From an optimization exercise on the open Yosys and OpenROAD flow, aimed at small area, a short achievable clock period and few clock cycles; shortcuts taken in it are not production practice.
RTL that was checked went through simulation tests only; none was proved equivalent to the original.
For runs 1 to 6, only the layout was checked, not whether the RTL still works.

## flow/design.v (module list and top-level ports; edited modules follow where they fit)
// module comp2_gt: 11 lines
// module Conv1d: 5263 lines
// module csa_fa: 4 lines
// module csa_ha: 4 lines
// module booth_sel: 3 lines
// module add33: 3 lines
// module layer_1: 215 lines
module layer_1
    (
        input         clk,
        input         RSTn,
        input         i_EN_w,
        input         i_EN_c,
        output        o_busy,
        input  [31:0] i_data,
        input         i_stb_in,
        output        o_ack_in,
        output [63:0] o_data,
        output        o_stb_out,
        input         i_ack_out
    );
  // ...
==> flow/flow/run.sh <==
#!/bin/bash
# Standard synthesis; every combinational cell resized to its smallest drive
# strength; then the standard layout, with repair_timing aiming at a setup slack
# margin so that the critical paths are sized for the period the design can reach.
set -uo pipefail
bash standard.sh synth > synth.log 2>&1 || exit 1
DS_ODB=orfs/results/sky130hd/layer_1/base/1_synth.odb openroad -no_init -exit flow/downsize.tcl > downsize.log 2>&1 || exit 1
bash standard.sh finish SETUP_SLACK_MARGIN=8.0 > layout.log 2>&1 || exit 1
==> flow/flow/downsize.tcl <==
# Resize every combinational cell of the synthesized netlist to the smallest
# drive strength of its family; timing repair later upsizes where needed.
# Flip-flops, clock cells and physical cells are left alone.
set db [ord::get_db]
read_db $::env(DS_ODB)
set block [[$db getChip] getBlock]
set fam [dict create]
foreach lib [$db getLibs] {
  foreach m [$lib getMasters] {
    set n [$m getName]
    if {![regexp {^(sky130_fd_sc_hd__[a-z0-9]+)_([0-9]+)$} $n -> base sz]} { continue }
    if {[string match "*lpflow*" $n] || [string match "*probe*" $n]} { continue }
    dict lappend fam $base $m
  }
}
set skip {df edf sdf dl clk tap fill decap conb sdl lpflow probe diode ebuf einv bufbuf}
set nsw 0
set saved 0
foreach inst [$block getInsts] {
  set m [$inst getMaster]
  set n [$m getName]
  if {![regexp {^(sky130_fd_sc_hd__([a-z0-9]+))_([0-9]+)$} $n -> base short sz]} { continue }
  set ok 1
  foreach s $skip { if {[string match "${s}*" $short]} { set ok 0 } }
  if {!$ok} { continue }
  if {![dict exists $fam $base]} { continue }
  set best $m
  set barea [expr {[$m getWidth] * [$m getHeight]}]
  foreach c [dict get $fam $base] {
    set a [expr {[$c getWidth] * [$c getHeight]}]
    if {$a < $barea} { set best $c; set barea $a }
  }
  if {$best ne $m} {
    set old [expr {[$m getWidth] * [$m getHeight]}]
    if {[$inst swapMaster $best]} {
      incr nsw
      set saved [expr {$saved + ($old - $barea) / 1e6}]
    }
  }
}
puts "downsize: swapped $nsw cells, saved [format %.1f $saved] um2"
write_db $::env(DS_ODB)
==> flow/standard.sh <==
#!/bin/bash
# synth_recipe.tcl (not shown) runs the flow's synth.tcl, then flattens the netlist and writes it again
# the make line also repeats each setting of config.mk as NAME=value (left out here)
make -C /OpenROAD-flow-scripts/flow DESIGN_CONFIG=/design/flow/config.mk WORK_HOME=/design/flow/orfs CLKGATE_MAP_FILE= SYNTH_SCRIPT=/design/flow/synth_recipe.tcl "${@:-finish}"
==> flow/config.mk <==
export PLATFORM = sky130hd
export DESIGN_NAME = layer_1
export DESIGN_NICKNAME = layer_1
export VERILOG_FILES = /design/flow/design.v
export SDC_FILE = /design/flow/constraint.sdc
export NUM_CORES = 8
export LEC_CHECK = 0
export CAP_MARGIN = 20
export CORE_MARGIN = 2
export CORE_UTILIZATION = 50
export CTS_BUF_LIST = sky130_fd_sc_hd__clkbuf_16
export CTS_CLUSTER_DIAMETER = 100
export CTS_CLUSTER_SIZE = 24
export SLEW_MARGIN = 20
export SYNTH_HIERARCHICAL = 1
export SYNTH_MINIMUM_KEEP_SIZE = 0
==> flow/constraint.sdc <==
create_clock -name core_clock -period 12.0 [get_ports {clk}]
set_input_delay 2.4000 -clock core_clock [delete_from_list [all_inputs] [get_ports {clk}]]
set_output_delay 2.4000 -clock core_clock [all_outputs]
set_load 0.01 [all_outputs]
==> notes.md, run 1 <==
The flow ran to the end and the layout has no timing, DRC or antenna violations. The synthesized area per cell came out at 11.9 µm². The number of instances resized during post-cts repair came out at 140.

The library cell used as clock root buffer is clkbuf_16. Counting along the longest clock path gives a buffer depth of 3. The biggest slice of the area belongs to multi-input combinational cells. Counting both buffers and inverters, the worst setup path holds a total of 0. The critical path is of the flop to flop type. The number of antenna-violating nets in the routed design is 0. The buffer share of cell area came out at 3.08%. Measured against its own limit, the worst slew margin works out to between 20% and 30%. The worst path uses about a third of the clock period. The weighted congestion reported at the end of routability-driven placement is 1.02. The later-pin clock latency in the skew report is between 0.7 and 0.8 ns. In the layout the commonest cells are xnor2_1 (1236), fa_1 (1176), a22oi_1 (1092). The placed instance count is 11.1k. The DRC violation count after routing is 0. After detailed routing, the wire length on met1 is roughly 140 mm. Timing would allow up to 253 MHz. For this configuration, the core starts out at a cell density of 50.4%. Global routing consumed, on the met2 layer, 55.7% of the routing resources.

The critical path starts at r_oneD[6]. The hold violation total from the final report is 0. The number of clock buffers inserted by TritonCTS is 76. The worst-case register-to-register setup slack is 8.04 ns. The vertical die dimension came out at 448 µm. The largest stage delay on the critical path is 0.91 ns.

The CTS H-tree depth is 3. The buffer count from post-CTS setup fixing came out at 32. The netlist area before placement came out at 98500 µm². The synthesized netlist net count is 9856. The number of DRC violations after detailed-routing iteration 0 came out at 8788. The sequential portion of the cell area came out at 32.0%. In the final layout, the share of cells above drive strength 1 is 8.42%. The total global routing overflow came out at 0. The instance area at placement came out at 104000 µm². The number of cells produced by synthesis is between 8k and 9k.
==> module layer_1, before the edit <==
module layer_1
    (
        input         clk,
        input         RSTn,
        input         i_EN_w,
        input         i_EN_c,
        output        o_busy,
        input  [31:0] i_data,
        input         i_stb_in,
        output        o_ack_in,
        output [63:0] o_data,
        output        o_stb_out,
        input         i_ack_out
    );
    function [3*17-1:0] benc;
        input [32:0] x;
        input integer n;
        integer i;
        reg b2, b1, b0;
        begin
            benc = 0;
            for (i = 0; i < 17; i = i + 1) begin
                b2 = x[(2*i+1 < n) ? 2*i+1 : n-1];
                b1 = (2*i < n) ? x[2*i] : x[n-1];
                b0 = (i == 0) ? 1'b0 : x[2*i-1];
                benc[i]      = b1 ^ b0;
                benc[17 + i] = (b2 & ~b1 & ~b0) | (~b2 & b1 & b0);
                benc[34 + i] = b2;
            end
        end
    endfunction
    reg r_ph;
    always @(posedge clk or negedge RSTn)
        if (!RSTn) r_ph <= 1'b0;
        else       r_ph <= ~r_ph;
    reg        r_ack;         
    reg        r_busy;        
    reg  [2:0] r_lcnt;        
    reg        r_par;         
    reg  [2:0] r_nout;        
    reg        r_stb;
    reg        r_lv;          
    reg  [2:0] r_lidx;        
    wire xfer    = i_stb_in & r_ack;
    wire ld_word = xfer & (r_busy | i_EN_w);
    wire smp     = xfer & i_EN_c & ~r_busy;
    wire smp_a   = smp & ~r_par;           
    wire pair    = smp &  r_par;           
    wire take    = r_stb & i_ack_out;
    wire [2:0] nout_next = r_nout + pair - take;
    wire par_next = r_par ^ smp;
    function lch;
        input [2:0] k;
        lch = (k == 3'd1) | (k > 3'd4);
    endfunction
    wire do_ld   = r_lv & (r_ph == lch(r_lidx));
    wire lv_next = ld_word | (r_lv & ~do_ld);
    wire [2:0] lidx_next = ld_word ? r_lcnt : r_lidx;
    wire do_ld_next = lv_next & (~r_ph == lch(lidx_next));
    always @(posedge clk or negedge RSTn)
        if (!RSTn) begin
            r_ack  <= 1'b0;
            r_busy <= 1'b0;
            r_lcnt <= 3'd0;
            r_par  <= 1'b0;
            r_nout <= 3'd0;
            r_lv   <= 1'b0;
            r_lidx <= 3'd0;
        end else begin
            r_nout <= nout_next;
            r_par  <= par_next;
            r_lv   <= lv_next;
            r_lidx <= lidx_next;
            r_ack  <= (~par_next | (nout_next != 3'd4)) & (~lv_next | do_ld_next);
            if (i_EN_w)
                r_busy <= 1'b1;
            if (ld_word)
                r_lcnt <= r_lcnt + 3'd1;
            if (do_ld && r_lidx == 3'd7)
                r_busy <= 1'b0;
        end
    assign o_ack_in = r_ack;
    assign o_busy   = r_busy;
    reg [31:0] r_h;
    always @(posedge clk)
        if (ld_word | smp_a)
            r_h <= i_data;
    reg        r_loaded;      
    always @(posedge clk or negedge RSTn)
        if (!RSTn)
            r_loaded <= 1'b0;
        else if (do_ld && r_lidx == 3'd7)
            r_loaded <= 1'b1;
    reg [31:0] r_b_a,  r_b_b;
    reg [31:0] r_w0_a, r_w0_b, r_w2_a, r_w2_b;
    reg [32:0] r_gp_a, r_gp_b, r_gm_a, r_gm_b;
    wire [32:0] h33 = {1'b0, r_h};
    wire        l_bias  = (r_lidx < 3'd2);
    wire        l_first = (r_lidx == 3'd2) | (r_lidx == 3'd5);
    wire        l_last  = (r_lidx == 3'd4) | (r_lidx == 3'd7);
    always @(posedge clk) begin
        r_b_a  <= r_b_b;
        r_w0_a <= r_w0_b;
        r_w2_a <= r_w2_b;
        r_gp_a <= r_gp_b;
        r_gm_a <= r_gm_b;
        r_b_b  <= (do_ld & l_bias)  ? r_h : r_b_a;
        r_w0_b <= (do_ld & l_first) ? r_h : r_w0_a;
        r_w2_b <= (do_ld & l_last)  ? r_h : r_w2_a;
        r_gp_b <= (do_ld & ~l_bias) ? (l_first ? h33 : opB) : r_gp_a;
        r_gm_b <= (do_ld & ~l_bias) ? (l_first ? h33 : opC) : r_gm_a;
    end
    reg [31:0] r_p0, r_p1;         
    reg [31:0] r_x3;               
    reg        r_pend;             
    always @(posedge clk)
        if (pair)
            r_x3 <= i_data;
    always @(posedge clk or negedge RSTn)
        if (!RSTn) begin
            r_p0 <= 32'd0;
            r_p1 <= 32'd0;
            r_pend <= 1'b0;
        end else begin
            r_pend <= pair;
            if (r_pend) begin
                r_p0 <= r_h;
                r_p1 <= r_x3;
            end
        end
    wire [31:0] opA = r_p0 - r_h;                       
    wire [32:0] bc_in = r_lv ? r_gp_a : {1'b0, r_p1};
    wire [32:0] cc_in = r_lv ? r_gm_a : {1'b0, r_p1};
    wire [32:0] opB = bc_in + {1'b0, r_h};              
    wire [32:0] opC = {1'b0, r_h} - cc_in;              
    wire [31:0] opD = r_p1 - r_x3;                      
    wire [50:0] eA = benc({1'b0, opA}, 32);
    wire [50:0] eB = benc(opB, 33);
    wire [50:0] eC = benc(opC, 33);
    wire [50:0] eD = benc({1'b0, opD}, 32);
    reg [15:0] r_oneA, r_twoA, r_negA, r_oneD, r_twoD, r_negD;
    reg [16:0] r_oneB, r_twoB, r_negB, r_oneC, r_twoC, r_negC;
    always @(posedge clk)
        if (r_pend) begin
            r_oneA <= eA[15:0];  r_twoA <= eA[32:17]; r_negA <= eA[49:34];
            r_oneB <= eB[16:0];  r_twoB <= eB[33:17]; r_negB <= eB[50:34];
            r_oneC <= eC[16:0];  r_twoC <= eC[33:17]; r_negC <= eC[50:34];
            r_oneD <= eD[15:0];  r_twoD <= eD[32:17]; r_negD <= ~eD[49:34];    
        end
    reg v1, v2, v3, v4, v5;
    always @(posedge clk or negedge RSTn)
        if (!RSTn) begin
            v1 <= 1'b0; v2 <= 1'b0; v3 <= 1'b0; v4 <= 1'b0; v5 <= 1'b0;
        end else begin
            v1 <= r_pend; v2 <= v1; v3 <= v2; v4 <= v3; v5 <= v4;
        end
    wire [32:0] sa0, sa1, sb0, sb1;
    Conv1d mult (
        .clk(clk),
        .oneA(r_oneA), .twoA(r_twoA), .negA(r_negA),
        .oneB(r_oneB), .twoB(r_twoB), .negB(r_negB),
        .oneC(r_oneC), .twoC(r_twoC), .negC(r_negC),
        .oneD(r_oneD), .twoD(r_twoD), .negD(r_negD),
        .Y0(r_w0_a), .YP(r_gp_a), .YM(r_gm_a), .Y2(r_w2_a),
        .BI(r_b_b),                                    
        .SA0(sa0), .SA1(sa1), .SB0(sb0), .SB1(sb1)
    );
    wire [32:0] ua, ub;
    add33 add_a (.a(sa0), .b(sa1), .y(ua));
    add33 add_b (.a(sb0), .b(sb1), .y(ub));
    reg [31:0] r_ra, r_rb;
    always @(posedge clk) begin
        r_ra <= ua[32:1];
        r_rb <= ub[32:1];
    end
    wire ra_gt_rb, oa, ob;
    comp2_gt #(.DW(32)) cmp_ab (.i_a(r_ra), .i_b(r_rb), .o_a_gt_b(ra_gt_rb));
    comp2_gt #(.DW(32)) cmp_oa (.i_a(r_b_b), .i_b(r_ra), .o_a_gt_b(oa));
    comp2_gt #(.DW(32)) cmp_ob (.i_a(r_b_b), .i_b(r_rb), .o_a_gt_b(ob));
    wire a_gt_b = (oa & ~ob) | (~(oa ^ ob) & ra_gt_rb);
    wire [31:0] res = (a_gt_b ? r_ra : r_rb) & {32{r_loaded}};
    reg [31:0] r_hold;             
    always @(posedge clk)
        r_hold <= res;
    wire [63:0] nr = r_ph ? {r_hold, res} : {res, r_hold};
    reg  [1:0] r_wp, r_rp;         
    reg  [1:0] r_cnt;              
    reg [63:0] r_out, r_q0, r_q1, r_q2;
    wire       q_pop  = ~r_stb & (r_cnt != 2'd0);
    wire       q_push = v5 & (r_stb | (r_cnt != 2'd0));
    wire [63:0] q_head = (r_rp == 2'd0) ? r_q0 : (r_rp == 2'd1) ? r_q1 : r_q2;
    always @(posedge clk or negedge RSTn)
        if (!RSTn) begin
            r_stb <= 1'b0;
            r_wp  <= 2'd0;
            r_rp  <= 2'd0;
            r_cnt <= 2'd0;
        end else begin
            r_stb <= r_stb ? ~i_ack_out : ((r_cnt != 2'd0) | v5);
            if (q_push)
                r_wp <= (r_wp == 2'd2) ? 2'd0 : r_wp + 2'd1;
            if (q_pop)
                r_rp <= (r_rp == 2'd2) ? 2'd0 : r_rp + 2'd1;
            r_cnt <= r_cnt + q_push - q_pop;
        end
    always @(posedge clk) begin
        if (!r_stb)
            r_out <= (r_cnt != 2'd0) ? q_head : nr;
        if (q_push && r_wp == 2'd0) r_q0 <= nr;
        if (q_push && r_wp == 2'd1) r_q1 <= nr;
        if (q_push && r_wp == 2'd2) r_q2 <= nr;
    end
    assign o_data    = r_out;
    assign o_stb_out = r_stb;
endmodule
==> run 2, diff against run 1 <==
--- a/flow/design.v
+++ b/flow/design.v
@@ -5319,6 +5319,11 @@
     endfunction
-    reg r_ph;
+    reg r_ph, r_phn;               
     always @(posedge clk or negedge RSTn)
-        if (!RSTn) r_ph <= 1'b0;
-        else       r_ph <= ~r_ph;
+        if (!RSTn) begin
+            r_ph  <= 1'b0;
+            r_phn <= 1'b1;
+        end else begin
+            r_ph  <= ~r_ph;
+            r_phn <= r_ph;
+        end
     reg        r_ack;         
@@ -5339,2 +5344,3 @@
     wire par_next = r_par ^ smp;
+    wire full_next = ((r_nout == 3'd4) & ~(take & ~pair)) | ((r_nout == 3'd3) & pair & ~take);
     function lch;
@@ -5343,3 +5349,5 @@
     endfunction
-    wire do_ld   = r_lv & (r_ph == lch(r_lidx));
+    reg  r_do;                             
+    reg  r_we_b, r_we_w0, r_we_w2, r_we_g, r_we_gf;    
+    wire do_ld   = r_do;
     wire lv_next = ld_word | (r_lv & ~do_ld);
@@ -5356,3 +5364,11 @@
             r_lidx <= 3'd0;
+            r_do   <= 1'b0;
+            r_we_b <= 1'b0; r_we_w0 <= 1'b0; r_we_w2 <= 1'b0; r_we_g <= 1'b0; r_we_gf <= 1'b0;
         end else begin
+            r_do    <= do_ld_next;
+            r_we_b  <= do_ld_next & (lidx_next < 3'd2);
+            r_we_w0 <= do_ld_next & ((lidx_next == 3'd2) | (lidx_next == 3'd5));
+            r_we_w2 <= do_ld_next & ((lidx_next == 3'd4) | (lidx_next == 3'd7));
+            r_we_g  <= do_ld_next & (lidx_next >= 3'd2);
+            r_we_gf <= (lidx_next == 3'd2) | (lidx_next == 3'd5);
             r_nout <= nout_next;
@@ -5361,3 +5377,3 @@
             r_lidx <= lidx_next;
-            r_ack  <= (~par_next | (nout_next != 3'd4)) & (~lv_next | do_ld_next);
+            r_ack  <= (~par_next | ~full_next) & (~lv_next | do_ld_next);
             if (i_EN_w)
@@ -5385,5 +5401,2 @@
     wire [32:0] h33 = {1'b0, r_h};
-    wire        l_bias  = (r_lidx < 3'd2);
-    wire        l_first = (r_lidx == 3'd2) | (r_lidx == 3'd5);
-    wire        l_last  = (r_lidx == 3'd4) | (r_lidx == 3'd7);
     always @(posedge clk) begin
@@ -5394,7 +5407,7 @@
         r_gm_a <= r_gm_b;
-        r_b_b  <= (do_ld & l_bias)  ? r_h : r_b_a;
-        r_w0_b <= (do_ld & l_first) ? r_h : r_w0_a;
-        r_w2_b <= (do_ld & l_last)  ? r_h : r_w2_a;
-        r_gp_b <= (do_ld & ~l_bias) ? (l_first ? h33 : opB) : r_gp_a;
-        r_gm_b <= (do_ld & ~l_bias) ? (l_first ? h33 : opC) : r_gm_a;
+        r_b_b  <= r_we_b  ? r_h : r_b_a;
+        r_w0_b <= r_we_w0 ? r_h : r_w0_a;
+        r_w2_b <= r_we_w2 ? r_h : r_w2_a;
+        r_gp_b <= r_we_g ? (r_we_gf ? h33 : opB) : r_gp_a;
+        r_gm_b <= r_we_g ? (r_we_gf ? h33 : opC) : r_gm_a;
     end
@@ -5472,3 +5485,3 @@
         r_hold <= res;
-    wire [63:0] nr = r_ph ? {r_hold, res} : {res, r_hold};
+    wire [63:0] nr = r_phn ? {res, r_hold} : {r_hold, res};
     reg  [1:0] r_wp, r_rp;         
@@ -5493,5 +5506,5 @@
         end
+    wire [63:0] o_new = (r_cnt != 2'd0) ? q_head : nr;
     always @(posedge clk) begin
-        if (!r_stb)
-            r_out <= (r_cnt != 2'd0) ? q_head : nr;
+        r_out <= ({64{r_stb}} & r_out) | ({64{~r_stb}} & o_new);
         if (q_push && r_wp == 2'd0) r_q0 <= nr;
--- a/flow/flow/run.sh
+++ b/flow/flow/run.sh
@@ -7,2 +7,2 @@
 DS_ODB=orfs/results/sky130hd/layer_1/base/1_synth.odb openroad -no_init -exit flow/downsize.tcl > downsize.log 2>&1 || exit 1
-bash standard.sh finish SETUP_SLACK_MARGIN=8.0 > layout.log 2>&1 || exit 1
+bash standard.sh finish SETUP_SLACK_MARGIN=8.2 > layout.log 2>&1 || exit 1
==> notes.md, run 2 <==
Status: no timing/DRC/antenna violations (unchanged). The number of maximum-capacitance violations is 0 (unchanged).

The area overhead of the layout relative to synthesis is 10.0% (was 9.37%). The via count of the first global-routing pass is 72.6k (was 73.6k). The largest stage delay on the critical path came out at 0.56 ns (was 0.91 ns).

Setup repair after global routing missed its margin: true (unchanged). The clock slew at the register clock pins of the worst setup and hold paths is 0.10 ns (about the same).

The number of warning messages in the yosys log is 8 (unchanged). The netlist area before placement came out at 99300 µm² (was 98500 µm²). The most common cell after layout, fill and taps aside was xnor2_1 (unchanged).

The count of vias placed by the detailed router was 71.0k (was 72.0k). The final routed wire length divided by cell count came out at 29.1 µm (was 31.9 µm). The number of detailed-routing iterations run before antenna repair is 10 (was 9). The global-route wire length before repair came to 485 mm (was 518 mm). The number of max-slew violations in the final report came to 0 (unchanged).

The proportion of layout cells with a drive suffix above 1 is 11.9% (was 8.42%). Most frequent cells in the layout: xnor2_1 (1225), fa_1 (1144), a22oi_1 (1057) (was xnor2_1 (1236), fa_1 (1176), a22oi_1 (1092)). The pin slew with the least headroom to its limit is 1.10 ns (was 1.14 ns).

The post-layout worst setup margin came out at 8.19 ns (was 8.04 ns). The routed via count divided by cell count is 6.24 (was 6.38).

The worst slack after detailed placement came out at 6.94 ns (was 6.49 ns). The CTS H-tree depth came out at 3 (unchanged). The number of port buffers is 104 (unchanged). The critical-path maximum fanout is 23 (was 11). The vertical die dimension was 450 µm (was 448 µm). The count of final setup violators came out at 0 (unchanged). The share of the cycle needed by the critical path after routing came out at 31.7% (was 33.0%). The clock sink count is 1445 (was 1438). The total routed wirelength is 331 mm (was 360 mm). The worst setup path category is flop to flop (unchanged). The final cell area excluding filler cells came out at 109000 µm² (was 108000 µm²). The count of boundary I/O pins came out at 105 (unchanged). The total global routing overflow is 0 (unchanged). Critical path cell sequence: bufbuf_16 > mux2i_1 > ha_1 > nand4_1 > a21oi_1 > o31a_1 > o21a_1 > o21ai_1 > and2_1 > a31oi_1 > xor2_2 > mux2_2 (was a22oi_1 > xnor2_1 > fa_1 > fa_1 > fa_1 > fa_1 > fa_1). The weighted congestion reported at the end of routability-driven placement is 0.953 (was 1.02). The synthesized area per cell is 11.9 µm² (about the same). The worst hold-check slack came out at 0.305 ns (was 0.313 ns). The buffer depth of the longest clock path came to 3 (unchanged). The number of antenna-violating nets in the routed design came out at 0 (unchanged).

The fill cell instance count of the final layout is 17.0k (was 16.9k). The cell type of the slowest stage on the worst timing path is dfrtp_4 (was edfxtp_1). The row count was 163 (was 162).

The max-slew headroom at the worst pin came out at 26.4% (was 23.3%). The clock tree from TritonCTS is built (unchanged). The library cell used as clock root buffer is clkbuf_16 (unchanged). The DRC violation count after routing came to 0 (unchanged). The overall global routing resource usage came to 32.3% (was 35.8%). The number of cells produced by synthesis is 8320 (was 8292). The instance area at placement came out at 105000 µm² (was 104000 µm²).

The path class of the lowest-slack min-delay path is flop to flop (unchanged). The worst reg-to-reg path cell count is 12 (was 7). The largest registers in the layout are r_q0: 64 flops, r_q1: 64 flops, r_q2: 64 flops. The hold-critical path depth came out at 0 (unchanged). The synthesized netlist net count is 9884 (was 9856). The number of DRC violations after detailed-routing iteration 0 is 7841 (was 8788). The instance count on the critical path is 12 (was 7). The initial antenna violation count came out at 33 (was 14). The hold violation total from the final report is 0 (unchanged). The critical path startpoint category is a flop (unchanged). The final net count is 10.2k (about the same).

The required time reported for the critical path endpoint came out at 12.52 ns (was 12.61 ns). The worst clock skew came out at 0.0541 ns (was 0.0482 ns). The final critical path time including I/O delays and setup came out at 3.81 ns (was 3.96 ns).

The gate family responsible for the most delay along the worst path is compound AO/OA/AOI/OAI gates (was adder cells). The aggregate negative setup slack was 0 ns (unchanged). The effective utilization at floorplan is 50.3% (was 50.4%). The pin count of the biggest net entering global routing is 149 (was 94).

The core footprint is 197000 µm² (was 195000 µm²). The combined buffer and inverter count along the critical path is 1 (was 0). The end-of-flow core utilization is 55.4% (was 55.2%). The top achievable clock speed is 263 MHz (was 253 MHz).

The die area is 202000 µm² (was 201000 µm²). The total half-perimeter wirelength after legalization and detailed placement came out at 239 mm (was 262 mm). The type of destination of the critical path is a flop (unchanged).

The floorplan die width came out at 450 µm (was 448 µm). The later-pin clock latency in the skew report came out at 0.77 ns (was 0.78 ns). The number of clock buffers inserted by TritonCTS is 78 (was 76). The data arrival time of the critical path came out at 4.32 ns (was 4.57 ns).
[run 2: area by class of cell]
class | count | area, µm² | area share, %
Antenna cell | 34 | 85.1 | 0.0778
Clock buffer | 79 | 1980 | 1.81
Clock inverter | 56 | 457 | 0.418
Inverter | 325 | 1220 | 1.12
Multi-Input combinational cell | 6396 | 64000 | 58.6
Sequential cell | 1445 | 34800 | 31.8
Tap cell | 2640 | 3300 | 3.02
Timing Repair Buffer | 394 | 3480 | 3.19
[run 2: what timing repair did]
item,in CTS,in global routing
cloned,1,3
setup buffers,39,69
hold endpoints to repair,0,0
pin swaps,4,30
hold buffers,0,0
setup endpoints to repair,577,302
resized for setup,339,222
[run 2: path summary, 6_finish.rpt]
path / start / end / slack, ns
max: r_lv / r_twoC[15] / 8.19
min: r_gm_b[9] / r_gm_a[9] / 0.31
max reg2reg: r_lv / r_twoC[15] / 8.19
min reg2reg: r_gm_b[9] / r_gm_a[9] / 0.31
max in group asynchronous: RSTn / r_lv / 8.99
min in group asynchronous: RSTn / r_p0[13] / 1.71
[run 2: metal layers]
layer	share of wire, %	track usage, %	routed length [µm]	vias to the layer above
met3	10	7.51	33100	718
met2	45	49.8	149000	3825
met1	39	42.8	130000	36020
li1	-	-	-	30408
met5	0.029	0	97	-
met4	5.7	15.9	18800	14
[run 2: through the flow]
step,cells
final,11369
after global routing,11347
after CTS,11262
after detailed placement,11087
after global placement,11086
after floorplan,8320
==> run 3, diff against run 2 <==
--- a/flow/design.v
+++ b/flow/design.v
@@ -5350,2 +5350,3 @@
     reg  r_do;                             
+    reg  r_lsel;                           
     reg  r_we_b, r_we_w0, r_we_w2, r_we_g, r_we_gf;    
@@ -5365,2 +5366,3 @@
             r_do   <= 1'b0;
+            r_lsel <= 1'b0;
             r_we_b <= 1'b0; r_we_w0 <= 1'b0; r_we_w2 <= 1'b0; r_we_g <= 1'b0; r_we_gf <= 1'b0;
@@ -5384,2 +5386,6 @@
                 r_busy <= 1'b0;
+            if (ld_word)
+                r_lsel <= 1'b1;
+            else if (do_ld && r_lidx == 3'd7)
+                r_lsel <= 1'b0;
         end
@@ -5432,4 +5438,4 @@
     wire [31:0] opA = r_p0 - r_h;                       
-    wire [32:0] bc_in = r_lv ? r_gp_a : {1'b0, r_p1};
-    wire [32:0] cc_in = r_lv ? r_gm_a : {1'b0, r_p1};
+    wire [32:0] bc_in = r_lsel ? r_gp_a : {1'b0, r_p1};
+    wire [32:0] cc_in = r_lsel ? r_gm_a : {1'b0, r_p1};
     wire [32:0] opB = bc_in + {1'b0, r_h};              
@@ -5506,5 +5512,5 @@
         end
-    wire [63:0] o_new = (r_cnt != 2'd0) ? q_head : nr;
     always @(posedge clk) begin
-        r_out <= ({64{r_stb}} & r_out) | ({64{~r_stb}} & o_new);
+        if (!r_stb)
+            r_out <= (r_cnt != 2'd0) ? q_head : nr;
         if (q_push && r_wp == 2'd0) r_q0 <= nr;
==> notes.md, run 3 <==
Status: no timing/DRC/antenna violations (unchanged). The share of the cycle needed by the critical path after routing came out at 31.6% (was 31.7%). The number of cells produced by synthesis came to 8307 (was 8320). The number of DRC violations after detailed-routing iteration 0 is 8424 (was 7841). Critical path cell sequence: clkdlybuf4s50_1 > and2_1 > ha_4 > inv_4 > ha_4 > inv_2 > fa_2 > xnor2_2 > xnor2_1 (was bufbuf_16 > mux2i_1 > ha_1 > nand4_1 > a21oi_1 > o31a_1 > o21a_1 > o21ai_1 > and2_1 > a31oi_1 > xor2_2 > mux2_2). The floorplan die width came out at 450 µm (about the same). The type of destination of the critical path is a flop (unchanged). The netlist area before placement is 99400 µm² (was 99300 µm²). The combined buffer and inverter count along the critical path came out at 3 (was 1). The routed via count divided by cell count came to 6.24 (about the same). The path class of the lowest-slack min-delay path is flop to flop (unchanged). The total global routing overflow came out at 0 (unchanged).

The pin slew with the least headroom to its limit is 1.22 ns (was 1.10 ns). The most common cell after layout, fill and taps aside is xnor2_1 (unchanged). The final routed wire length divided by cell count came to 29.1 µm (about the same).

The final net count is 10.2k (about the same). The number of max-slew violations in the final report is 0 (unchanged). The most common cell type on the critical path is ha_4. The number of warning messages in the yosys log came out at 8 (unchanged). The worst setup path category is input port to flop (was flop to flop). The via count of the first global-routing pass came out at 72.4k (was 72.6k).

The number of detailed-routing iterations run before antenna repair came to 7 (was 10). The weighted congestion reported at the end of routability-driven placement came out at 0.942 (was 0.953). The post-layout worst setup margin was 8.20 ns (was 8.19 ns). The hold violation total from the final report was 0 (unchanged).

The core footprint was 197000 µm² (unchanged). The synthesized netlist net count came out at 9871 (was 9884). The clock sink count came out at 1446 (was 1445). The worst clock skew came out at 0.0525 ns (was 0.0541 ns). Setup repair after global routing missed its margin: true (unchanged).

The buffer depth of the longest clock path came out at 3 (unchanged). The DRC violation count after routing is 0 (unchanged). The top achievable clock speed is 263 MHz (about the same). The cell type of the slowest stage on the worst timing path is clkdlybuf4s50_1 (was dfrtp_4). The global-route wire length before repair is 488 mm (was 485 mm). The clock slew at the register clock pins of the worst setup and hold paths is 0.10 ns (about the same). The number of maximum-capacitance violations came out at 0 (unchanged). The aggregate negative setup slack is 0 ns (unchanged). The max-slew headroom at the worst pin was 17.6% (was 26.4%).

The number of antenna-violating nets in the routed design came to 0 (unchanged). The effective utilization at floorplan is 50.3% (about the same). The critical path startpoint category is an input port (was flop). The total half-perimeter wirelength after legalization and detailed placement came out at 241 mm (was 239 mm). The library cell used as clock root buffer was clkbuf_16 (unchanged).

The largest stage delay on the critical path came out at 0.46 ns (was 0.56 ns). The final critical path time including I/O delays and setup is 3.80 ns (was 3.81 ns). The proportion of layout cells with a drive suffix above 1 came out at 12.3% (was 11.9%). The row count came out at 163 (unchanged). The fill cell instance count of the final layout came out at 16.9k (was 17.0k). The die area came out at 202000 µm² (about the same). The count of boundary I/O pins came out at 105 (unchanged). The count of vias placed by the detailed router came out at 71.1k (was 71.0k). The overall global routing resource usage was 32.5% (was 32.3%). Most frequent cells in the layout: xnor2_1 (1212), fa_1 (1143), a22oi_1 (1057) (was xnor2_1 (1225), fa_1 (1144), a22oi_1 (1057)). The critical-path maximum fanout is 3 (was 23). The sum of met3 wire segment lengths after detailed routing is 32.5 mm (was 33.1 mm). The synthesized area per cell is 12.0 µm² (was 11.9 µm²).

The CTS H-tree depth is 3 (unchanged). The met2 wire length came to 149 mm (about the same). The data arrival time of the critical path came out at 4.43 ns (was 4.32 ns).

The initial antenna violation count was 26 (was 33). The area overhead of the layout relative to synthesis came to 10.7% (was 10.0%). The number of clock buffers inserted by TritonCTS came out at 79 (was 78).

The count of final setup violators came out at 0 (unchanged). The pin count of the biggest net entering global routing is 84 (was 149). The number of port buffers came out at 104 (unchanged). The total routed wirelength came to 332 mm (was 331 mm). The required time reported for the critical path endpoint is 12.63 ns (was 12.52 ns). The highest metal layer with signal wires was met5 (unchanged). The vertical die dimension came out at 450 µm (about the same). The worst slack after detailed placement came to 6.75 ns (was 6.94 ns).

The clock tree from TritonCTS is built (unchanged). The wire length the detailed router placed on met1 came to 131 mm (was 130 mm). The gate family responsible for the most delay along the worst path is adder cells (was compound AO/OA/AOI/OAI gates).

The number of hold-repair buffers added at the cts stage came out at 0 (unchanged). The later-pin clock latency in the skew report is 0.76 ns (was 0.77 ns).
## run 3: changes by cell type in the layout (fill, tap and decap cells not counted), sizes merged, moves of 16 or more
cell / before / now
buf: 336 / 392
a21oi: 345 / 313
xnor2: 1259 / 1239
xor2: 80 / 100
nand2b: 32 / 50
and2: 18 / 34
## run 3: worst paths after layout
path / slack [ns] / to / start / cells past startpoint
hold / removal: 0.31 / r_gm_a[28] / r_gm_b[28] / 0
setup / recovery: 8.20 / r_nout[2] / i_ack_out / 9
setup reg to reg: 8.22 / r_rb[24] / mult.SB0[16] / 6
hold reg to reg: 0.31 / r_gm_a[28] / r_gm_b[28] / 0
max in group asynchronous: 9.42 / r_pend / RSTn / 2
min in group asynchronous: 1.55 / r_p0[27] / RSTn / 1
## run 3: what timing repair did
item	CTS	global route
gates cloned	1	0
setup buffers	55	100
pin swaps	11	39
gates resized for setup	385	173
setup endpoints to repair	574	256
## run 3: metal layers
metal / vias to the layer above / track usage (%)
li1: 30413 / -
met1: 36085 / 43.5
met2: 3918 / 49.7
met3: 674 / 6.86
met4: 10 / 17.2
met5: - / 0
## run 3: layout make-up
type                            instances  area (µm²)  share of cell area, %
Antenna cell                           21        52.6                 0.0478
Tap cell                             2640        3300                   3.00
Sequential cell                      1446       34800                   31.6
Timing Repair Buffer                  442        4030                   3.67
Clock inverter                         61         483                  0.439
Multi-Input combinational cell       6387       64200                   58.4
Inverter                              319        1210                   1.10
Clock buffer                           80        2000                   1.82
## run 3: worst register-to-register path, delay by kind of cell, from the launching register on
kind	cells	cell delay [ns]
AOI/OAI and AO/OA	2	1.22
DFF	1	0.32
and+or+nand+nor	3	1.75
adders and majority gates	1	0.35
## run 3: through the flow
step	area (µm²)	std cells	utilization, %	hold WS [ns]
after floorplan	99700	8307	-	0.310
after global placement	105000	11075	53.1	0.310
after detailed placement	105000	11076	53.1	0.312
after CTS	108000	11273	54.8	0.316
after global routing	110000	11376	55.7	0.318
final	110000	11396	55.7	0.313
==> run 4, diff against run 3 <==
--- a/flow/flow/run.sh
+++ b/flow/flow/run.sh
@@ -7,2 +7,2 @@
 DS_ODB=orfs/results/sky130hd/layer_1/base/1_synth.odb openroad -no_init -exit flow/downsize.tcl > downsize.log 2>&1 || exit 1
-bash standard.sh finish SETUP_SLACK_MARGIN=8.2 > layout.log 2>&1 || exit 1
+bash standard.sh finish SETUP_SLACK_MARGIN=8.35 > layout.log 2>&1 || exit 1
==> notes.md, run 4 <==
Status: no timing/DRC/antenna violations (unchanged). The origin of the critical flop-to-flop path is r_lsel (was mult.SB0[16]). The launch point of the critical path is r_lsel (was i_ack_out). The number of detailed-routing iterations run before antenna repair came to 6 (was 7). The instance count on the critical path is 17 (was 9). The pin count of the biggest net entering global routing came to 85 (was 84). The required time reported for the critical path endpoint came to 12.49 ns (was 12.63 ns). The count of final setup violators was 0 (unchanged). The path class of the lowest-slack min-delay path was flop to flop (unchanged). The critical-path maximum fanout is 7 (was 3). The share of the cycle needed by the critical path after routing is 31.6% (about the same). The buffer depth of the longest clock path is 3 (unchanged). Most frequent cells in the layout: xnor2_1 (1149), a22oi_1 (1057), fa_1 (1001) (was xnor2_1 (1212), fa_1 (1143), a22oi_1 (1057)).

The number of warning messages in the yosys log was 8 (unchanged). The synthesized area per cell is 12.0 µm² (unchanged). The final routed wire length divided by cell count is 29.5 µm (was 29.1 µm).

The vertical die dimension came out at 450 µm (unchanged). The row count came out at 163 (unchanged). The number of hold-repair buffers added at the cts stage came out at 0 (unchanged). The reg-to-reg endpoint is r_oneB[14] (was r_rb[24]).

The aggregate negative setup slack is 0 ns (unchanged). The number of cells produced by synthesis is 8307 (unchanged). The worst-case register-to-register setup slack came out at 8.21 ns (was 8.22 ns). The worst setup path category is flop to flop (was input port to flop). The hold violation total from the final report is 0 (unchanged). The fill cell instance count of the final layout is 16.6k (was 16.9k). The final critical path time including I/O delays and setup is 3.79 ns (was 3.80 ns). The clock tree from TritonCTS is built (unchanged). The number of antenna-violating nets in the routed design came out at 0 (unchanged). The most common cell after layout, fill and taps aside is xnor2_1 (unchanged). The routed via count divided by cell count came out at 6.25 (was 6.24). The area overhead of the layout relative to synthesis is 13.8% (was 10.7%). The die area is 202000 µm² (unchanged). The total global routing overflow came out at 0 (unchanged).

The combined buffer and inverter count along the critical path is 4 (was 3). The global-route wire length before repair came to 497 mm (was 488 mm). The number of maximum-capacitance violations came out at 0 (unchanged). The number of max-slew violations in the final report is 0 (unchanged). The data arrival time of the critical path is 4.27 ns (was 4.43 ns). The max-slew headroom at the worst pin came out at 18.4% (was 17.6%).

The synthesized netlist net count came to 9871 (unchanged). The termination of the worst setup path is r_oneB[14] (was r_nout[2]). The clock sink count is 1446 (unchanged). Critical path cell sequence: buf_12 > buf_16 > buf_8 > nand2_4 > nand2_4 > ha_4 > inv_2 > fa_2 > nor2b_2 > o31a_1 > o31a_1 > a32oi_4 > a21oi_2 > a221o_1 > a21boi_2 > xnor2_2 > xor2_1 (was clkdlybuf4s50_1 > and2_1 > ha_4 > inv_4 > ha_4 > inv_2 > fa_2 > xnor2_2 > xnor2_1). The count of boundary I/O pins came to 105 (unchanged). The number of DRC violations after detailed-routing iteration 0 is 8137 (was 8424). The overall global routing resource usage came out at 33.1% (was 32.5%). The critical path startpoint category was a flop (was input port). The worst reg-to-reg path cell count is 17 (was 6). The count of vias placed by the detailed router is 72.0k (was 71.1k). Setup repair after global routing missed its margin: true (unchanged). The DRC violation count after routing is 0 (unchanged).

The largest stage delay on the critical path is 0.49 ns (was 0.46 ns). The type of destination of the critical path is a flop (unchanged). The initial antenna violation count came out at 28 (was 26). The via count of the first global-routing pass is 73.8k (was 72.4k). The gate family responsible for the most delay along the worst path is compound AO/OA/AOI/OAI gates (was adder cells).

The effective utilization at floorplan came out at 50.3% (unchanged). The total routed wirelength came out at 339 mm (was 332 mm). The later-pin clock latency in the skew report came to 0.74 ns (was 0.76 ns). The floorplan die width came out at 450 µm (unchanged).

The number of clock buffers inserted by TritonCTS is 79 (unchanged). The clock slew at the register clock pins of the worst setup and hold paths is 0.09 ns (was 0.10 ns). The core footprint came out at 197000 µm² (unchanged). The combined area of the multi-input logic cells came to 65900 µm² (was 64200 µm²).

The CTS H-tree depth is 3 (unchanged). The top achievable clock speed is 264 MHz (was 263 MHz). The pin slew with the least headroom to its limit came out at 1.22 ns (about the same). The library cell used as clock root buffer is clkbuf_16 (unchanged). The netlist area before placement came out at 99400 µm² (unchanged). The worst clock skew was 0.0568 ns (was 0.0525 ns). The weighted congestion reported at the end of routability-driven placement is 0.957 (was 0.942). The total half-perimeter wirelength after legalization and detailed placement came out at 243 mm (was 241 mm). The final net count came out at 10.4k (was 10.2k). The cell type of the slowest stage on the worst timing path is dfrtp_4 (was clkdlybuf4s50_1). The number of port buffers is 104 (unchanged). The sequential standard cell area is 34800 µm² (about the same).

The proportion of layout cells with a drive suffix above 1 is 17.1% (was 12.3%).
run 4: worst min path at each step:
| stage | depth (start not counted) | slack (ns) | end | startpoint |
|---|---|---|---|---|
| 6_report | 0 | 0.32 | r_w2_a[18] | r_w2_b[18] |
| 5_1_grt | 0 | 0.31 | r_w2_a[18] | r_w2_b[18] |
| 4_1_cts | 0 | 0.32 | r_gp_a[5] | r_gp_b[5] |
| 3_5_place_dp | 0 | 0.31 | r_gp_a[9] | r_gp_b[9] |
| 3_3_place_gp | 0 | 0.31 | r_w2_a[8] | r_w2_b[8] |
| 2_1_floorplan | 0 | 0.31 | r_gm_a[0] | r_gm_b[0] |
run 4: repair_timing:
action                                  4_1_cts  5_1_grt
gates cloned                                  4        5
gates resized for setup                     553      350
hold endpoints to repair                      0        0
buffers inserted                            149      110
endpoints found under the setup margin      652      407
pin swaps                                    44       80
run 4: final cells by class:
cell class                      count  share of cell area [%]
Sequential cell                  1446                    30.8
Inverter                          319                    1.06
Multi-Input combinational cell   6387                    58.3
Antenna cell                       28                  0.0620
Clock inverter                     58                   0.394
Tap cell                         2640                    2.92
Clock buffer                       83                    1.84
Timing Repair Buffer              558                    4.67
run 4: metrics by stage:
stage	hold WS [ns]	cell area (µm²)	std cells	util, %	setup WS [ns]
floorplan	0.310	100000	8307	-	7.79
global placement	0.310	106000	11082	53.5	6.66
detailed placement	0.312	106000	11082	53.5	6.87
CTS	0.317	110000	11376	55.9	8.17
global route	0.314	113000	11503	57.3	8.10
finish	0.319	113000	11519	57.3	8.21
run 4: per-layer routing:
metal,vias to the layer above,wire (µm),track usage [%]
met5,-,108,0
met4,14,21900,18.8
met3,763,31200,6.65
met2,3916,152000,50.4
met1,36643,134000,44.2
li1,30673,-,-
==> run 5, diff against run 4 <==
--- a/flow/flow/run.sh
+++ b/flow/flow/run.sh
@@ -7,2 +7,2 @@
 DS_ODB=orfs/results/sky130hd/layer_1/base/1_synth.odb openroad -no_init -exit flow/downsize.tcl > downsize.log 2>&1 || exit 1
-bash standard.sh finish SETUP_SLACK_MARGIN=8.35 > layout.log 2>&1 || exit 1
+bash standard.sh finish SETUP_SLACK_MARGIN=8.25 > layout.log 2>&1 || exit 1
==> notes.md, run 5 <==
Status: no timing/DRC/antenna violations (unchanged). The gate family responsible for the most delay along the worst path was flip-flops (was compound AO/OA/AOI/OAI gates). The aggregate negative setup slack came out at 0 ns (unchanged). The weighted congestion reported at the end of routability-driven placement was 0.941 (was 0.957).

The final net count came out at 10.3k (was 10.4k). The pin count of the biggest net entering global routing was 162 (was 85). The worst slack after detailed placement was 6.89 ns (was 6.87 ns). The total global routing overflow is 0 (unchanged).

The final cell area excluding filler cells is 111000 µm² (was 113000 µm²). The required time reported for the critical path endpoint came out at 9.60 ns (was 12.49 ns). The number of DRC violations after detailed-routing iteration 0 is 7951 (was 8137). The clock slew at the register clock pins of the worst setup and hold paths came out at 0.10 ns (was 0.09 ns).

The buffer depth of the longest clock path came out at 3 (unchanged). The cell type of the slowest stage on the worst timing path was edfxtp_1 (was dfrtp_4). The later-pin clock latency in the skew report is 0.76 ns (was 0.74 ns). The proportion of layout cells with a drive suffix above 1 came out at 13.7% (was 17.1%). Setup repair after global routing missed its margin: true (unchanged). The synthesized netlist net count came out at 9871 (unchanged). The critical-path maximum fanout is 1 (was 7). The worst clock skew came out at 0.0574 ns (was 0.0568 ns). The number of cells produced by synthesis is 8307 (unchanged). The instance area at placement is 105000 µm² (was 106000 µm²). The row count came out at 163 (unchanged). The combined buffer and inverter count along the critical path is 1 (was 4). The max-slew headroom at the worst pin came to 23.8% (was 18.4%). The largest stage delay on the critical path came out at 0.47 ns (was 0.49 ns). The library cell used as clock root buffer was clkbuf_16 (unchanged). The pin slew with the least headroom to its limit came out at 1.13 ns (was 1.22 ns). The clock tree from TritonCTS is built (unchanged). The count of final setup violators came out at 0 (unchanged). The count of boundary I/O pins is 105 (unchanged).

The final routed wire length divided by cell count is 29.4 µm (was 29.5 µm). The total routed wirelength was 335 mm (was 339 mm). The top achievable clock speed came to 263 MHz (was 264 MHz). The via count of the first global-routing pass came to 72.1k (was 73.8k).

The core footprint came out at 197000 µm² (unchanged). The initial antenna violation count came out at 23 (was 28). The vertical die dimension came out at 450 µm (unchanged). The number of port buffers came out at 104 (unchanged).

The path class of the lowest-slack min-delay path is flop to flop (unchanged). The worst setup path category was flop to output pin (was flop to flop). The data arrival time of the critical path came out at 1.40 ns (was 4.27 ns).

The number of warning messages in the yosys log is 8 (unchanged). The area overhead of the layout relative to synthesis is 11.2% (was 13.8%). The number of antenna-violating nets in the routed design came out at 0 (unchanged). The critical path startpoint category is a flop (unchanged).

The number of maximum-capacitance violations came to 0 (unchanged). The overall global routing resource usage came to 32.9% (was 33.1%). The hold violation total from the final report is 0 (unchanged). The DRC violation count after routing came out at 0 (unchanged). The share of the cycle needed by the critical path after routing is 31.7% (was 31.6%).

The worst hold-check slack was 0.315 ns (was 0.319 ns). The CTS H-tree depth came out at 3 (unchanged). The clock sink count is 1446 (unchanged). The type of destination of the critical path is an output pin (was flop). The routed via count divided by cell count came out at 6.22 (was 6.25). The effective utilization at floorplan came to 50.3% (unchanged). The final critical path time including I/O delays and setup is 3.80 ns (was 3.79 ns).

The total half-perimeter wirelength after legalization and detailed placement came out at 245 mm (was 243 mm). The post-layout worst setup margin is 8.20 ns (was 8.21 ns). The netlist area before placement is 99400 µm² (unchanged). The global-route wire length before repair is 492 mm (was 497 mm). The count of vias placed by the detailed router came out at 71.0k (was 72.0k).

The number of detailed-routing iterations run before antenna repair was 6 (unchanged). The synthesized area per cell came out at 12.0 µm² (unchanged). Critical path cell sequence: buf_2 (was buf_12 > buf_16 > buf_8 > nand2_4 > nand2_4 > ha_4 > inv_2 > fa_2 > nor2b_2 > o31a_1 > o31a_1 > a32oi_4 > a21oi_2 > a221o_1 > a21boi_2 > xnor2_2 > xor2_1).

The most common cell after layout, fill and taps aside is xnor2_1 (unchanged). The number of clock buffers inserted by TritonCTS is 79 (unchanged). The floorplan die width came out at 450 µm (unchanged). The die area came out at 202000 µm² (unchanged).

The number of max-slew violations in the final report is 0 (unchanged). Most frequent cells in the layout: xnor2_1 (1191), fa_1 (1069), a22oi_1 (1058) (was xnor2_1 (1149), a22oi_1 (1057), fa_1 (1001)).
[run 5: worst paths after layout]
kind                                   end  startpoint  slack, ns  cells past startpoint
max in group asynchronous          r_rp[1]        RSTn       9.49                      2
worst min register to register   r_w2_a[6]   r_w2_b[6]       0.32                      0
worst max-delay path            o_data[20]   r_out[20]       8.20                      1
min in group asynchronous         r_p0[26]        RSTn       1.56                      1
worst min-delay path             r_w2_a[6]   r_w2_b[6]       0.32                      0
worst max register to register  r_twoB[15]      r_lsel       8.22                     13
[run 5: stage by stage]
step	utilization, %	std cells
floorplan	-	8307
global placement	53.3	11077
detailed placement	53.3	11079
CTS	55.2	11310
global route	56.0	11399
finish	56.0	11408
[run 5: timing repair]
item | in CTS | in global routing
gates cloned | 2 | 1
hold buffers | 0 | 0
setup endpoints to repair | 568 | 295
gates resized for setup | 438 | 168
pin swaps | 16 | 35
setup buffers | 84 | 78
hold endpoints to repair | 0 | 0
[run 5: final cells by class]
| type | count | area (µm²) |
|---|---|---|
| fill | 16952 | 86900 |
| timing repair buffer | 455 | 4160 |
| multi-input combinational | 6386 | 64500 |
| clock inverter | 64 | 541 |
| tap | 2640 | 3300 |
| antenna | 17 | 42.5 |
| inverter | 319 | 1200 |
| sequential | 1446 | 34800 |
| clock buffer | 81 | 2030 |
[run 5: metal layers]
layer  routed length [µm]  vias to the layer above  global-route usage (%)
met5                   34                        -                   0.710
met4                19200                        6                    16.4
met3                30200                      698                    6.41
met2               151000                     3749                    50.5
met1               135000                    36129                    44.5
li1                     -                    30405                       -
==> run 6, diff against run 5 <==
--- a/flow/config.mk
+++ b/flow/config.mk
@@ -9,3 +9,3 @@
 export CORE_MARGIN = 2
-export CORE_UTILIZATION = 50
+export CORE_UTILIZATION = 62
 export CTS_BUF_LIST = sky130_fd_sc_hd__clkbuf_16
==> notes.md, run 6 <==
The number of antenna-violating nets in the routed design came to 0 (unchanged). The cell type of the slowest stage on the worst timing path was edfxtp_1 (unchanged). The worst-case register-to-register setup slack is 8.18 ns (was 8.22 ns). The number of DRC violations after detailed-routing iteration 0 came out at 8957 (was 7951). The total half-perimeter wirelength after legalization and detailed placement was 237 mm (was 245 mm).

The count of final setup violators came out at 0 (unchanged). The reg-to-reg endpoint is r_twoC[12] (was r_twoB[15]). The hold-critical path depth came out at 0 (unchanged).

The total global routing overflow came out at 0 (unchanged). The type of destination of the critical path is an output pin (unchanged). The later-pin clock latency in the skew report is 0.75 ns (was 0.76 ns). The proportion of layout cells with a drive suffix above 1 is 14.1% (was 13.7%). The top achievable clock speed came out at 250 MHz (was 263 MHz). The fill cell instance count of the final layout is 11.7k (was 17.0k). The die area is 164000 µm² (was 202000 µm²). The final critical path time including I/O delays and setup came out at 4.00 ns (was 3.80 ns). The core footprint is 159000 µm² (was 197000 µm²). Critical path cell sequence: buf_2 (unchanged). The combined area of the multi-input logic cells came out at 64700 µm² (was 64500 µm²). The worst setup path category is flop to output pin (unchanged).

The number of clock buffers inserted by TritonCTS came out at 74 (was 79). The synthesized area per cell is 12.0 µm² (unchanged). The critical-path maximum fanout is 1 (unchanged).

The CTS H-tree depth came out at 3 (unchanged). The row count was 146 (was 163). The instance area at placement came out at 104000 µm² (was 105000 µm²). The final cell area excluding filler cells was 110000 µm² (was 111000 µm²).

The overall global routing resource usage was 40.2% (was 32.9%). The number of warning messages in the yosys log came out at 8 (unchanged). The DRC violation count after routing is 0 (unchanged).

The number of max-slew violations in the final report is 0 (unchanged). The combined buffer and inverter count along the critical path is 1 (unchanged). The critical path startpoint category is a flop (unchanged). The floorplan die width is 404 µm (was 450 µm). The final net count came out at 10.3k (about the same).

The gate family responsible for the most delay along the worst path is flip-flops (unchanged). The pin count of the biggest net entering global routing is 89 (was 162). The number of port buffers came out at 104 (unchanged). The global-route wire length before repair is 482 mm (was 492 mm).

The number of maximum-capacitance violations is 0 (unchanged). The number of hold-repair buffers added at the cts stage came out at 0 (unchanged). Status: no timing/DRC/antenna violations (unchanged). The routed via count divided by cell count came to 6.71 (was 6.22).

The via count of the first global-routing pass is 73.5k (was 72.1k). The data arrival time of the critical path is 1.60 ns (was 1.40 ns). The most common cell after layout, fill and taps aside is xnor2_1 (unchanged). The count of boundary I/O pins came to 105 (unchanged). The clock slew at the register clock pins of the worst setup and hold paths came out at 0.10 ns (about the same). The weighted congestion reported at the end of routability-driven placement is 1.01 (was 0.941). The area overhead of the layout relative to synthesis is 10.6% (was 11.2%). The netlist area before placement was 99400 µm² (unchanged). The sequential standard cell area is 34800 µm² (unchanged). The initial antenna violation count came to 18 (was 23). The placed instance count is 10.5k (was 11.1k).

The share of the cycle needed by the critical path after routing was 33.4% (was 31.7%). The number of cells produced by synthesis is 8307 (unchanged). The pin slew with the least headroom to its limit was 1.15 ns (was 1.13 ns). The end-of-flow core utilization came to 69.2% (was 56.0%). The synthesized netlist net count is 9871 (unchanged). The worst clock skew came out at 0.0535 ns (was 0.0574 ns). The library cell used as clock root buffer is clkbuf_16 (unchanged).

The startpoint of the lowest-slack hold path is r_gm_b[24] (was r_w2_b[6]). The effective utilization at floorplan was 62.6% (was 50.3%). The hold violation total from the final report is 0 (unchanged). The final standard cell count with taps included and fillers excluded was 10.9k (was 11.4k). The origin of the critical flop-to-flop path is r_lsel (unchanged). The vertical die dimension came out at 404 µm (was 450 µm).

The end point of the most critical hold path is r_gm_a[24] (was r_w2_a[6]). The number of detailed-routing iterations run before antenna repair is 7 (was 6). The post-layout worst setup margin is 8.00 ns (was 8.20 ns). The aggregate negative setup slack came to 0 ns (unchanged). The count of vias placed by the detailed router is 72.8k (was 71.0k). The max-slew headroom at the worst pin came out at 23.4% (was 23.8%). The clock tree from TritonCTS was built (unchanged).

The worst slack after detailed placement is 6.79 ns (was 6.89 ns). The clock sink count was 1446 (unchanged). The buffer depth of the longest clock path came out at 3 (unchanged). The path class of the lowest-slack min-delay path is flop to flop (unchanged). Setup repair after global routing missed its margin: true (unchanged). The largest stage delay on the critical path is 0.65 ns (was 0.47 ns). The worst hold-check slack was 0.306 ns (was 0.315 ns). The required time reported for the critical path endpoint came out at 9.60 ns (about the same). The total routed wirelength came out at 331 mm (was 335 mm). The final routed wire length divided by cell count came out at 30.5 µm (was 29.4 µm). Most frequent cells in the layout: xnor2_1 (1194), fa_1 (1067), a22oi_1 (1058) (was xnor2_1 (1191), fa_1 (1069), a22oi_1 (1058)). The worst reg-to-reg path cell count is 14 (was 13).
==> run 6: worst max path at each step <==
| stage | startpoint | to | slack (ns) | depth (start not counted) |
|---|---|---|---|---|
| after floorplan | i_EN_c | r_nout[2] | 7.79 | 10 |
| after global placement | i_stb_in | r_nout[2] | 6.79 | 11 |
| after detailed placement | i_stb_in | r_nout[2] | 6.79 | 11 |
| after CTS | r_out[5] | o_data[5] | 7.97 | 1 |
| after global routing | r_out[5] | o_data[5] | 8.02 | 1 |
| final | r_out[5] | o_data[5] | 8.00 | 1 |
==> run 6: final cells by class <==
class                      instances  share of cell area [%]
multi-input combinational       6386                    58.8
sequential                      1446                    31.6
timing repair buffer             484                    4.01
antenna                           15                  0.0341
clock buffer                      74                    1.68
clock inverter                    54                   0.348
tap                             2072                    2.36
inverter                         319                    1.09
==> run 6: what timing repair did <==
| item | CTS | global route |
|---|---|---|
| endpoints found under the setup margin | 554 | 352 |
| cloned | 0 | 5 |
| pin swaps | 9 | 62 |
| buffers inserted | 86 | 106 |
| resized for setup | 441 | 238 |
==> run 6: routing by layer <==
metal,vias to the layer above,part of all wire (%),GRT usage [%]
met5,-,0.021,0
li1,30482,-,-
met1,36483,36,50.5
met2,4634,45,61.2
met4,10,8.0,26.6
met3,1169,11,11.0
==> run 7, diff against run 6 <==
--- a/flow/design.v
+++ b/flow/design.v
@@ -5351,2 +5351,3 @@
     reg  r_lsel;                           
+    reg  r_lselc;                          
     reg  r_we_b, r_we_w0, r_we_w2, r_we_g, r_we_gf;    
@@ -5367,2 +5368,3 @@
             r_lsel <= 1'b0;
+            r_lselc <= 1'b0;
             r_we_b <= 1'b0; r_we_w0 <= 1'b0; r_we_w2 <= 1'b0; r_we_g <= 1'b0; r_we_gf <= 1'b0;
@@ -5390,2 +5392,6 @@
                 r_lsel <= 1'b0;
+            if (do_ld && r_lidx == 3'd2)
+                r_lselc <= 1'b1;
+            else if (do_ld && r_lidx == 3'd7)
+                r_lselc <= 1'b0;
         end
@@ -5439,3 +5445,3 @@
     wire [32:0] bc_in = r_lsel ? r_gp_a : {1'b0, r_p1};
-    wire [32:0] cc_in = r_lsel ? r_gm_a : {1'b0, r_p1};
+    wire [32:0] cc_in = r_lselc ? r_gm_a : {1'b0, r_p1};
     wire [32:0] opB = bc_in + {1'b0, r_h};              
--- a/flow/config.mk
+++ b/flow/config.mk
@@ -9,3 +9,3 @@
 export CORE_MARGIN = 2
-export CORE_UTILIZATION = 62
+export CORE_UTILIZATION = 42
 export CTS_BUF_LIST = sky130_fd_sc_hd__clkbuf_16
==> notes.md, run 7 <==
The combined buffer and inverter count along the critical path came out at 3 (was 1). The worst setup path category was flop to flop (was flop to output pin). Most frequent cells in the layout: xnor2_1 (1200), fa_1 (1067), a22oi_1 (1055) (was xnor2_1 (1194), fa_1 (1067), a22oi_1 (1058)).

The fill cell instance count of the final layout came out at 21.3k (was 11.7k). The instance area at placement was 105000 µm² (was 104000 µm²). The post-layout worst setup margin came out at 8.14 ns (was 8.00 ns). The global-route wire length before repair is 490 mm (was 482 mm). The startpoint of the lowest-slack hold path was r_w0_b[24] (was r_gm_b[24]). The critical path startpoint category is a flop (unchanged). The number of antenna-violating nets in the routed design came out at 0 (unchanged). The path class of the lowest-slack min-delay path is flop to flop (unchanged). The number of maximum-capacitance violations was 0 (unchanged). The number of cells produced by synthesis is 8242 (was 8307). The floorplan die width came out at 489 µm (was 404 µm).

Critical path cell sequence: buf_12 > buf_6 > mux2_4 > ha_4 > nor2b_4 > o31a_1 > o31a_1 > o41ai_4 > buf_4 > o31ai_4 > a21o_1 > a21oi_4 > mux2i_2 > nor2_2 > xor2_1 (was buf_2). The final routed wire length divided by cell count came out at 28.2 µm (was 30.5 µm). The share of the cycle needed by the critical path after routing came out at 32.2% (was 33.4%).

The overall global routing resource usage came out at 27.6% (was 40.2%). The final cell area excluding filler cells was 111000 µm² (was 110000 µm²). The via count of the first global-routing pass is 72.7k (was 73.5k). The routed via count divided by cell count is 5.98 (was 6.71).

The pin count of the biggest net entering global routing was 90 (was 89). The number of detailed-routing iterations run before antenna repair is 8 (was 7). The most common cell after layout, fill and taps aside was xnor2_1 (unchanged). Setup repair after global routing missed its margin: true (unchanged).

The aggregate negative setup slack is 0 ns (unchanged). The max-slew headroom at the worst pin is 22.7% (was 23.4%). The placed instance count is 11.5k (was 10.5k).

The number of port buffers came to 104 (unchanged). The buffer depth of the longest clock path is 3 (unchanged). The later-pin clock latency in the skew report came out at 0.79 ns (was 0.75 ns). The cell that appears most often on the critical path is o31a_1. The clock slew at the register clock pins of the worst setup and hold paths came to 0.11 ns (was 0.10 ns). The clock tree from TritonCTS is built (unchanged). The worst clock skew was 0.0527 ns (was 0.0535 ns). The vertical die dimension is 489 µm (was 404 µm).

The hold-critical path depth came out at 0 (unchanged). The number of clock buffers inserted by TritonCTS came out at 80 (was 74). The DRC violation count after routing came out at 0 (unchanged). The weighted congestion reported at the end of routability-driven placement was 0.921 (was 1.01). The final standard cell count with taps included and fillers excluded came out at 11.9k (was 10.9k).

The total global routing overflow came out at 0 (unchanged). The critical-path maximum fanout is 8 (was 1). The required time reported for the critical path endpoint is 12.50 ns (was 9.60 ns). The pin slew with the least headroom to its limit came to 1.15 ns (about the same).

The synthesized area per cell came out at 12.0 µm² (about the same). The count of vias placed by the detailed router came out at 71.2k (was 72.8k). The number of warning messages in the yosys log is 8 (unchanged). The total routed wirelength is 336 mm (was 331 mm). The synthesized netlist net count came out at 9806 (was 9871). The count of final setup violators is 0 (unchanged). The proportion of layout cells with a drive suffix above 1 came to 14.8% (was 14.1%).

The area overhead of the layout relative to synthesis came out at 12.7% (was 10.6%). The cell type of the slowest stage on the worst timing path was dfrtp_2 (was edfxtp_1). The effective utilization at floorplan came out at 42.1% (was 62.6%).

The library cell used as clock root buffer is clkbuf_16 (unchanged). The core footprint is 235000 µm² (was 159000 µm²). The instance count on the critical path is 15 (was 1). The row count came to 178 (was 146). The count of boundary I/O pins came out at 105 (unchanged).

The worst-case register-to-register setup slack came out at 8.14 ns (was 8.18 ns). The clock sink count came out at 1447 (was 1446). The netlist area before placement came to 98900 µm² (was 99400 µm²). The gate family responsible for the most delay along the worst path was compound AO/OA/AOI/OAI gates (was flip-flops). The largest stage delay on the critical path is 0.50 ns (was 0.65 ns).

The final critical path time including I/O delays and setup is 3.86 ns (was 4.00 ns). Status: no timing/DRC/antenna violations (unchanged). The final net count is 10.2k (was 10.3k). The CTS H-tree depth came out at 3 (unchanged). The top achievable clock speed was 259 MHz (was 250 MHz).

The worst reg-to-reg path cell count was 15 (was 14). The number of DRC violations after detailed-routing iteration 0 was 8018 (was 8957). The reg-to-reg endpoint is r_oneB[16] (was r_twoC[12]). The die area came to 239000 µm² (was 164000 µm²).

The number of max-slew violations in the final report came to 0 (unchanged). The end point of the most critical hold path is r_w0_a[24] (was r_gm_a[24]). The total half-perimeter wirelength after legalization and detailed placement was 241 mm (was 237 mm). The data arrival time of the critical path came out at 4.36 ns (was 1.60 ns). The initial antenna violation count came out at 23 (was 18). The worst slack after detailed placement was 6.72 ns (was 6.79 ns). The hold violation total from the final report is 0 (unchanged).

The origin of the critical flop-to-flop path is r_lsel (unchanged). The type of destination of the critical path is a flop (was output pin).
## run 7: area by class of cell
cell class,count,area (µm²),share of cell area (%)
diodes,4,10.0,0.00898
multi-input cells,6327,64500,57.9
clock buffers,81,2030,1.82
clock inverters,63,499,0.448
flip-flops and latches,1447,34800,31.2
repair buffers,509,4510,4.04
well taps,3150,3940,3.54
inverters,320,1210,1.08
## run 7: worst max path at each step
stage | start | end | slack (ns)
after floorplan | i_EN_c | r_nout[2] | 7.79
after global placement | i_stb_in | r_ack | 6.72
after detailed placement | i_stb_in | r_ack | 6.72
after CTS | r_lsel | r_twoB[15] | 8.13
after global routing | r_lsel | r_twoB[15] | 8.02
final | r_lsel | r_oneB[16] | 8.14
## run 7: layer usage
layer  vias up  GRT usage (%)  wire length [µm]
li1      30257              -                 -
met1     36376           36.8            135000
met2      3787           43.0            151000
met3       779           5.09             28800
met4         8           14.1             20600
met5         -              0                56
## run 7: per-stage QoR
step	utilization, %	hold slack, ns
2_1_floorplan	-	0.310
3_3_place_gp	44.9	0.310
3_5_place_dp	44.9	0.312
4_1_cts	46.6	0.299
5_1_grt	47.5	0.304
6_report	47.5	0.304
## run 7: repair_timing
| action | CTS | global route |
|---|---|---|
| resized for setup | 433 | 299 |
| pin swaps | 21 | 75 |
| hold buffers | 0 | 0 |
| buffers inserted | 100 | 104 |
| setup endpoints to repair | 536 | 313 |
| cloned | 2 | 6 |
Testbench counts of run 7, summed over its fixed seeds: cycles 6,072.

-- what the ideal ports hide --
Ports are ideal in the flow. The routed layouts listed here were re-timed in OpenROAD.
Step 1 (the two cells are an assumption about what drives the block):
set clk [get_ports {clk}]
set_driving_cell -lib_cell sky130_fd_sc_hd__clkbuf_16 $clk
set_driving_cell -lib_cell sky130_fd_sc_hd__buf_2 [delete_from_list [all_inputs] $clk]
Step 2 moves the port delays by t, midway between the first and last clock arrival at a register: inputs arrive t later, outputs are due t later. That takes back most of the time a late clock gives input paths.
a / b / c = no drivers / after step 1 / after step 2; a / b = the first two.
| run | t, ns | slack for setup (ns) | slew at the worst register clock pin (ns) | cell pins on the clock port's net |
|---|---|---|---|---|
| run 1 | 0.843 | 8.040 / 7.976 / 7.303 | 0.10 / 0.10 | 1 |
| run 2 | 0.829 | 8.195 / 8.146 / 7.505 | 0.10 / 0.10 | 1 |
| run 3 | 0.831 | 8.204 / 8.111 / 7.442 | 0.11 / 0.11 | 1 |
| run 4 | 0.816 | 8.214 / 8.155 / 7.688 | 0.11 / 0.11 | 1 |
| run 5 | 0.821 | 8.200 / 8.115 / 7.573 | 0.11 / 0.11 | 1 |
| run 6 | 0.809 | 7.996 / 7.910 / 7.583 | 0.10 / 0.10 | 1 |
| run 7 | 0.859 | 8.140 / 8.101 / 7.501 | 0.11 / 0.11 | 1 |
After both steps setup and hold are still met in every run listed. For run 3, which loses most, drivers alone change the setup slack by -0.093 ns; drivers and shift together by -0.762 ns.
